Source: an optimization exercise on an open RTL-to-GDS flow (aim: small area). Production flows keep margins and buffers that such runs may drop.
Only the layout flow was run in this run; the RTL was not checked for function there.
Power figures rest on the tool's default switching activity, not on a simulated workload.

==> flow/design.v <==
module RegFile(Ra, Rb, D, Wr, We, Clk, Clrn, Qa, Qb);
	input [4:0] Ra, Rb, Wr;
	input [31:0] D;
	input Clk, Clrn, We;
	output [31:0] Qa, Qb;
	reg [31:1] valid;
	wire [31:1] wsel, wseln, sela, selb;
	wire [31:1] col [0:31];	 
	genvar i, b;
	generate
		for (i = 1; i < 32; i = i + 1) begin : r
			reg [31:0] q;
			wire [31:0] nx;
			assign wsel[i] = We & (Wr == i);
			assign wseln[i] = ~wsel[i];
			assign sela[i] = valid[i] & (Ra == i);
			assign selb[i] = valid[i] & (Rb == i);
			for (b = 0; b < 32; b = b + 1) begin : w
				rf_wmux m (wsel[i], wseln[i], D[b], q[b], nx[b]);
				assign col[b][i] = q[b];
			end
			always @(posedge Clk)
				q <= nx;
		end
		for (b = 0; b < 32; b = b + 1) begin : rd
			rf_read pa (sela, col[b], Qa[b]);
			rf_read pb (selb, col[b], Qb[b]);
		end
	endgenerate
	always @(posedge Clk or negedge Clrn)
		if (!Clrn) valid <= 31'b0;
		else valid <= valid | wsel;
endmodule
module rf_wmux(w, wn, d, q, y);
	input w, wn, d, q;
	output y;
	assign y = (w & d) | (wn & q);
endmodule
module rf_read(s, d, y);
	input [31:1] s, d;
	output y;
	wire [9:0] l;
	genvar k;
	generate
		for (k = 0; k < 10; k = k + 1) begin : g
			rf_aoi222 a (s[3*k+1], d[3*k+1], s[3*k+2], d[3*k+2], s[3*k+3], d[3*k+3], l[k]);
		end
	endgenerate
	assign y = ~(&l) | (s[31] & d[31]);
endmodule
module rf_aoi222(a1, a2, b1, b2, c1, c2, y);
	input a1, a2, b1, b2, c1, c2;
	output y;
	assign y = ~((a1 & a2) | (b1 & b2) | (c1 & c2));
endmodule
module CPU(Clk, Clrn, Inst, Dread, Iaddr, Wmem, DAddr, DWrite, intr, inta);
	input Clk, Clrn, intr;
	input [31:0] Inst, Dread;
	output [31:0] Iaddr, DWrite, DAddr;
	output Wmem, inta;
	wire [5:0] op = Inst[31:26];
	wire [5:0] fn = Inst[5:0];
	wire [4:0] rs = Inst[25:21];
	wire [4:0] rt = Inst[20:16];
	wire [4:0] rd = Inst[15:11];
	wire rtype  = op == 6'b000000;
	wire i_add  = rtype & (fn == 6'b100000);
	wire i_sub  = rtype & (fn == 6'b100010);
	wire i_and  = rtype & (fn == 6'b100100);
	wire i_or   = rtype & (fn == 6'b100101);
	wire i_xor  = rtype & (fn == 6'b100110);
	wire i_sll  = rtype & (fn == 6'b000000);
	wire i_srl  = rtype & (fn == 6'b000010);
	wire i_sra  = rtype & (fn == 6'b000011);
	wire i_jr   = rtype & (fn == 6'b001000);
	wire i_sys  = rtype & (fn == 6'b001100);
	wire i_addi = op == 6'b001000;
	wire i_andi = op == 6'b001100;
	wire i_ori  = op == 6'b001101;
	wire i_xori = op == 6'b001110;
	wire i_lw   = op == 6'b100011;
	wire i_sw   = op == 6'b101011;
	wire i_beq  = op == 6'b000100;
	wire i_bne  = op == 6'b000101;
	wire i_lui  = op == 6'b001111;
	wire i_j    = op == 6'b000010;
	wire i_jal  = op == 6'b000011;
	wire c0     = op == 6'b010000;
	wire i_mfc0 = c0 & (rs == 5'b00000);
	wire i_mtc0 = c0 & (rs == 5'b00100);
	wire i_eret = c0 & (rs == 5'b10000) & (fn == 6'b011000);
	wire unimpl = ~(i_add | i_sub | i_and | i_or | i_xor | i_sll | i_srl | i_sra | i_jr | i_sys |
		i_addi | i_andi | i_ori | i_xori | i_lw | i_sw | i_beq | i_bne | i_lui | i_j | i_jal |
		i_mfc0 | i_mtc0 | i_eret);
	wire rd12 = rd == 5'd12;
	wire rd13 = rd == 5'd13;
	wire rd14 = rd == 5'd14;
	reg [31:0] pc, sta, cau, epc;
	assign Iaddr = pc;
	wire [31:0] ra, rb;
	wire [31:0] res;
	wire wreg = i_add | i_sub | i_and | i_or | i_xor | i_sll | i_srl | i_sra | i_addi | i_andi |
		i_ori | i_xori | i_lw | i_lui | i_jal | i_mfc0;
	wire regrt = i_addi | i_andi | i_ori | i_xori | i_lw | i_lui | i_mfc0;
	wire [4:0] wn = i_jal ? 5'd31 : (regrt ? rt : rd);
	RegFile rf (rs, rt, res, wn, wreg, Clk, Clrn, ra, rb);
	assign DWrite = rb;
	assign Wmem = i_sw;
	wire se = i_addi | i_lw | i_sw;
	wire aluqb = i_addi | i_andi | i_ori | i_xori | i_lw | i_sw;
	wire [31:0] imm = {{16{se & Inst[15]}}, Inst[15:0]};
	wire [31:0] b = aluqb ? imm : rb;
	wire [31:0] bx = b ^ {32{i_sub}};
	wire [31:0] sum = ra + bx + {31'b0, i_sub};
	wire [31:0] x_and = ra & b;
	wire [31:0] x_or  = ra | b;
	wire [31:0] x_xor = ra ^ b;
	wire [4:0] sh = Inst[10:6];
	wire [31:0] x_shl = rb << sh;
	wire [31:0] x_sra = $signed(rb) >>> sh;
	wire [31:0] x_lui = {Inst[15:0], 16'b0};
	wire s_and = i_and | i_andi;
	wire s_or  = i_or | i_ori;
	wire s_xor = i_xor | i_xori;
	wire s_shl = i_sll | i_srl;
	wire s_sra = i_sra;
	wire s_lui = i_lui;
	wire s_add = ~(s_and | s_or | s_xor | s_shl | s_sra | s_lui);
	wire [31:0] alu = ({32{s_add}} & sum) | ({32{s_and}} & x_and) | ({32{s_or}} & x_or) |
		({32{s_xor}} & x_xor) | ({32{s_shl}} & x_shl) | ({32{s_sra}} & x_sra) | ({32{s_lui}} & x_lui);
	assign DAddr = alu;
	wire zero = ~|x_xor;
	wire ov = (ra[31] == bx[31]) & (sum[31] != ra[31]);
	wire overflow = ov & (i_add | i_sub | i_addi);
	wire [31:0] p4 = {pc[31:2] + 30'd1, pc[1:0]};
	wire [31:0] adr = {pc[31:2] + {{14{Inst[15]}}, Inst[15:0]} + 30'd1, pc[1:0]};
	wire [31:0] jpc = {p4[31:28], Inst[25:0], 2'b00};
	wire taken = i_beq & zero | i_bne & ~zero;
	wire [31:0] npc = i_jr ? ra : (i_j | i_jal) ? jpc : taken ? adr : p4;
	assign inta = sta[0] & intr;
	wire exc = inta | sta[1] & i_sys | sta[2] & unimpl | sta[3] & overflow;
	wire [31:0] cause = {28'b0, unimpl | overflow, i_sys | overflow, 2'b00};
	wire wsta = exc | i_mtc0 & rd12 | i_eret;
	wire wcau = exc | i_mtc0 & rd13;
	wire wepc = exc | i_mtc0 & rd14;
	wire [31:0] sta_in = i_mtc0 ? rb : exc ? {sta[27:0], 4'b0} : {4'b0, sta[31:4]};
	wire [31:0] cau_in = i_mtc0 ? rb : cause;
	wire [31:0] epc_in = i_mtc0 ? rb : inta ? npc : pc;
	wire [31:0] next_pc = exc ? (i_eret ? 32'h0 : 32'h40) : i_eret ? epc : npc;
	always @(posedge Clk or negedge Clrn)
		if (!Clrn) begin
			pc <= 32'b0; sta <= 32'b0; cau <= 32'b0; epc <= 32'b0;
		end else begin
			pc <= next_pc;
			if (wsta) sta <= sta_in;
			if (wcau) cau <= cau_in;
			if (wepc) epc <= epc_in;
		end
	wire [31:0] c0r = ({32{rd12}} & sta) | ({32{rd13}} & cau) | ({32{rd14}} & epc);
	wire mf = i_mfc0 & (rd12 | rd13 | rd14);
	assign res = i_jal ? p4 : mf ? c0r : i_lw ? Dread : alu;
endmodule
==> flow/run.sh <==
#!/bin/bash
# synth_recipe.tcl (not shown) runs the flow's synth.tcl, then flattens the netlist and writes it again
# the make line also repeats each setting of config.mk as NAME=value (left out here)
make -C /OpenROAD-flow-scripts/flow DESIGN_CONFIG=/design/flow/config.mk WORK_HOME=/design/flow/orfs CLKGATE_MAP_FILE= SYNTH_SCRIPT=/design/flow/synth_recipe.tcl finish
==> flow/config.mk <==
export PLATFORM = sky130hd
export DESIGN_NAME = CPU
export DESIGN_NICKNAME = CPU
export VERILOG_FILES = /design/flow/design.v
export SDC_FILE = /design/flow/constraint.sdc
export NUM_CORES = 4
export LEC_CHECK = 0
export CAP_MARGIN = 20
export CORE_MARGIN = 2
export CORE_UTILIZATION = 55
export PLACE_DENSITY = 0.65
export SLEW_MARGIN = 20
export SYNTH_HIERARCHICAL = 1
==> flow/constraint.sdc <==
create_clock -name core_clock -period 13.0 [get_ports {Clk}]
set_input_delay 2.6000 -clock core_clock [delete_from_list [all_inputs] [get_ports {Clk}]]
set_output_delay 2.6000 -clock core_clock [all_outputs]
set_load 0.01 [all_outputs]
==> flow_metrics.env <==
export IMPL_grt_pass1_vias=56700
export IMPL_synth_xor_area_share_pct=1.43
export IMPL_use_met3_pct=21.7
export IMPL_drive_above_1_share_pct=10.7
export IMPL_cts_buffer_depth=3
export IMPL_clock_sinks=1151
export IMPL_yosys_register_bits=1151
export IMPL_portBuffers=164
export IMPL_coreArea_sq_um=104000
export IMPL_clk_pin_slew_worst_paths_ns=0.06
export IMPL_synth_mux_area_share_pct=5.15
export IMPL_detail_route_vias_per_cell=8.34
export IMPL_cts_hold_buf=0
export IMPL_synth_edf_count=0
export IMPL_cts_tree="yes"
export IMPL_powerDensity_nw_per_um2=128
export IMPL_drc=0
export IMPL_cts_resized=0
export IMPL_maxSlewHeadroom_pct=12.5
export IMPL_antenna_found_initial=24
export IMPL_synth_top_family_by_area="compound AO/OA/AOI/OAI gates"
export IMPL_grt_pass1_wl_mm=417
export IMPL_postCtsSetupRepairBufs=0
export IMPL_synthTopCellsByArea="dfxtp_1 34%, a22o_1 15%, a222oi_1 11%, dfrtp_1 6.9%, ha_1 2.7%"
export IMPL_met2_usage_pct=74.0
export IMPL_place_congestion=1.10
export IMPL_syn_avg_cell_area_sq_um=10.2
export IMPL_min_path_type="flop to flop"
export IMPL_yosys_area_share_simple_pct=10.1
export IMPL_dp_final_hpwl_mm=195
export IMPL_synth_seq_area_share_pct=41.4
export IMPL_fp_dieW_um=328
export IMPL_max_freq_mhz=78.8
export IMPL_grt_max_degree=73
export IMPL_startpoint_type="input port"
export IMPL_fin_crit_sh_pct=97.6
export IMPL_drt_wirelength_per_cell_um=40.2
export IMPL_p_leak_nw=26.3
export IMPL_cts_made_buffers=112
export IMPL_yosysWarnings=8
export IMPL_worstSetupEndpointType="primary output"
export IMPL_finClkSkew_ns=0.0631
export IMPL_die_h_um=328
export IMPL_synth_most_common_cell="a22o_1"
export IMPL_rsz0062_at_grt="false"
export IMPL_cp_max_fo=20
export IMPL_grt_util_met1_pct=63.8
export IMPL_h_tree_depth=3
export IMPL_final_nets=6121
export IMPL_ios=165
export IMPL_grt_busiest_layer="met2"
export IMPL_finalSetupViolCount=0
export IMPL_yosysTopAreaCellShare_pct=34.5
export IMPL_grt_overflow=0
export IMPL_initial_core_util_pct=55.5
export IMPL_clock_latency_ns=0.74
export IMPL_drtIter0Drc=15600
export IMPL_route_vias_total=61900
export IMPL_required_ns=10.40
export IMPL_fin_tns_setup_ns=0
export IMPL_synth_async_reset_ratio_pct=13.8
export IMPL_synth_common_cells="996 x a22o_1, 992 x dfxtp_1, 641 x a222oi_1"
export IMPL_hold_viol=0
export IMPL_synth_compound_area_share_pct=36.9
export IMPL_ys_types=90
export IMPL_routed_wirelength_mm=298
export IMPL_irDropWorstVdd_uv=144
export IMPL_synth_top_area_cell="dfxtp_1"
export IMPL_syn_inst=5648
export IMPL_track_usage_pct=53.1
export IMPL_area_delta_synth_final_pct=15.4
export IMPL_worst_pin_slew_ns=1.31
export IMPL_detail_route_first_pass_iterations=20
export IMPL_synthAdderAreaFrac_pct=2.76
export IMPL_outcome="complete, no violations"
export IMPL_critPathKind="input port to primary output"
export IMPL_total_power_mw=8.50
export IMPL_ant_nets=0
export IMPL_drv_slew=0
export IMPL_syn_area_sq_um=57600
export IMPL_rows=118
export IMPL_critPathArrivalTime_ns=10.09
export IMPL_synth_ff_type="dfxtp_1"
export IMPL_die_area_sq_um=107000
export IMPL_syn_num_nets=5841
export IMPL_layout_min_cycle_time_ns=12.69
export IMPL_cts_root_buf="clkbuf_16"
export IMPL_max_cap_violations=0
flip-flops by register name, summed over array words and instances, names as in the netlist:
| name | count |
|---|---|
| rf.r.q | 992 |
| cau | 32 |
| epc | 32 |
| pc | 32 |
| sta | 32 |
| rf.valid | 31 |
Yosys stat by module (local to each module, per instance):
module / copies in the design / cells / flip-flops and latches / cell area, sq um
rf_read: 64 / 4 / 0 / 27.5
CPU: 1 / 2503 / 128 / 18700
rf_aoi222: 640 / 1 / 0 / 10.0
RegFile: 1 / 1257 / 1023 / 22000
rf_wmux: 992 / 1 / 0 / 8.76
worst max-delay path, stage by stage:
cell and delay (ns):
clkdlybuf4s50_1 0.85, and3b_1 0.27, and3_1 0.58, buf_4 0.39
a222oi_1 0.40, nand4_1 0.56, a2111o_1 0.67, a21oi_1 0.33
xor2_1 0.13, ha_1 0.24, a21oi_1 0.23, o21bai_1 0.10
a21oi_1 0.29, o21ai_0 0.15, a21oi_1 0.33, nand2_1 0.20
a21oi_1 0.36, o21ai_0 0.26, mux2_2 0.33, or2_2 0.28
clkdlybuf4s50_1 0.49
cell families (layout without fill, tap and decap cells):
family                   after synthesis  after routing
multiplexers                         219            219
AND/OR/NAND/NOR                     1209           1209
other                                  0             15
buffers and inverters                328            703
flip-flops                          1151           1151
adder cells (fa/ha/maj)              126            126
AO/OA/AOI/OAI                       2521           2521
XOR/XNOR                              94             94
path summary, 6_finish.rpt:
kind	slack [ns]	to	cells after the start	from
min in group asynchronous	1.76	epc[1]	1	Clrn
max reg2reg	5.23	sta[15]	19	rf.valid[13]
min	0.48	rf.valid[7]	1	rf.valid[7]
max in group asynchronous	9.15	pc[22]	3	Clrn
min reg2reg	0.48	rf.valid[7]	1	rf.valid[7]
max	0.31	DAddr[27]	21	Inst[19]
layout make-up:
class / instances / area, sq um
Fill cell: 8598 / 37200
Multi-Input combinational cell: 4169 / 33000
Sequential cell: 1151 / 23800
Timing Repair Buffer: 394 / 3550
Clock buffer: 163 / 3350
Tap cell: 1380 / 1730
Clock inverter: 46 / 533
Inverter: 100 / 375
Antenna cell: 15 / 37.5
routing by layer:
layer  share of wire [%]  vias up  wire length [um]
met2                  39     6222            117000
met1                  33    29500             99600
met3                  17     1552             49600
met4                  11       16             31500
li1                    -    24600                 -
met5               0.044        -               131
layout by cell type (no fill, tap or decap), drive strengths merged, types with 154 or more instances in the layout:
| cell | count |
|---|---|
| buf | 237 |
| nand2 | 338 |
| nand4 | 154 |
| dfrtp | 159 |
| clkbuf | 163 |
| a22o | 996 |
| o21ai | 203 |
| a222oi | 641 |
| clkdlybuf4s50 | 157 |
| nor2 | 358 |
| dfxtp | 992 |
| a21oi | 200 |
report_power, final:
part	leakage [nW]	switching [mW]	internal (mW)
clock network	1.93	1.50	1.97
logic	14.3	0.715	0.396
registers	10.0	0.206	3.71
total	26.3	2.42	6.08
metrics by stage:
step           hold WS [ns]  instance area (sq um)  std cells  setup slack [ns]  util, %
2_1_floorplan         0.433                  57600       5648              2.21        -
3_3_place_gp          0.457                  62300       7186             0.950     60.1
3_5_place_dp          0.456                  62400       7189             0.830     60.2
4_1_cts               0.469                  66300       7398             0.819     64.0
5_1_grt               0.480                  66400       7408             0.342     64.1
6_report              0.475                  66500       7418             0.314     64.1

==> afterwards: timing with drivers on the ports <==
The flow's constraints put no driver on any port. The routed layout listed below was extracted and timed again, unchanged, in two steps.
Step 1: set_driving_cell puts a clkbuf_16 on Clk and a buf_2 on each other input, an assumption about the parent block.
Step 2 adds t to the input delays and takes it off the output delays; t is the mean of the earliest and latest rising clock arrival at the registers after step 1. Input paths then give back, and output paths get back, about the clock's delay inside the block.
Slacks: ideal / step 1 / step 2; pairs: ideal / step 1.
t, ns: 0.791
setup WS [ns]: 0.314 / 0.276 / 0.276
worst setup path after step 2: input to output
slew at the worst register clock pin (ns): 0.07 / 0.07
cell pins on the clock port's net: 1
After both steps this run still meets setup and hold. The setup slack of this run moves by -0.038 ns with the drivers and by -0.038 ns with both steps.
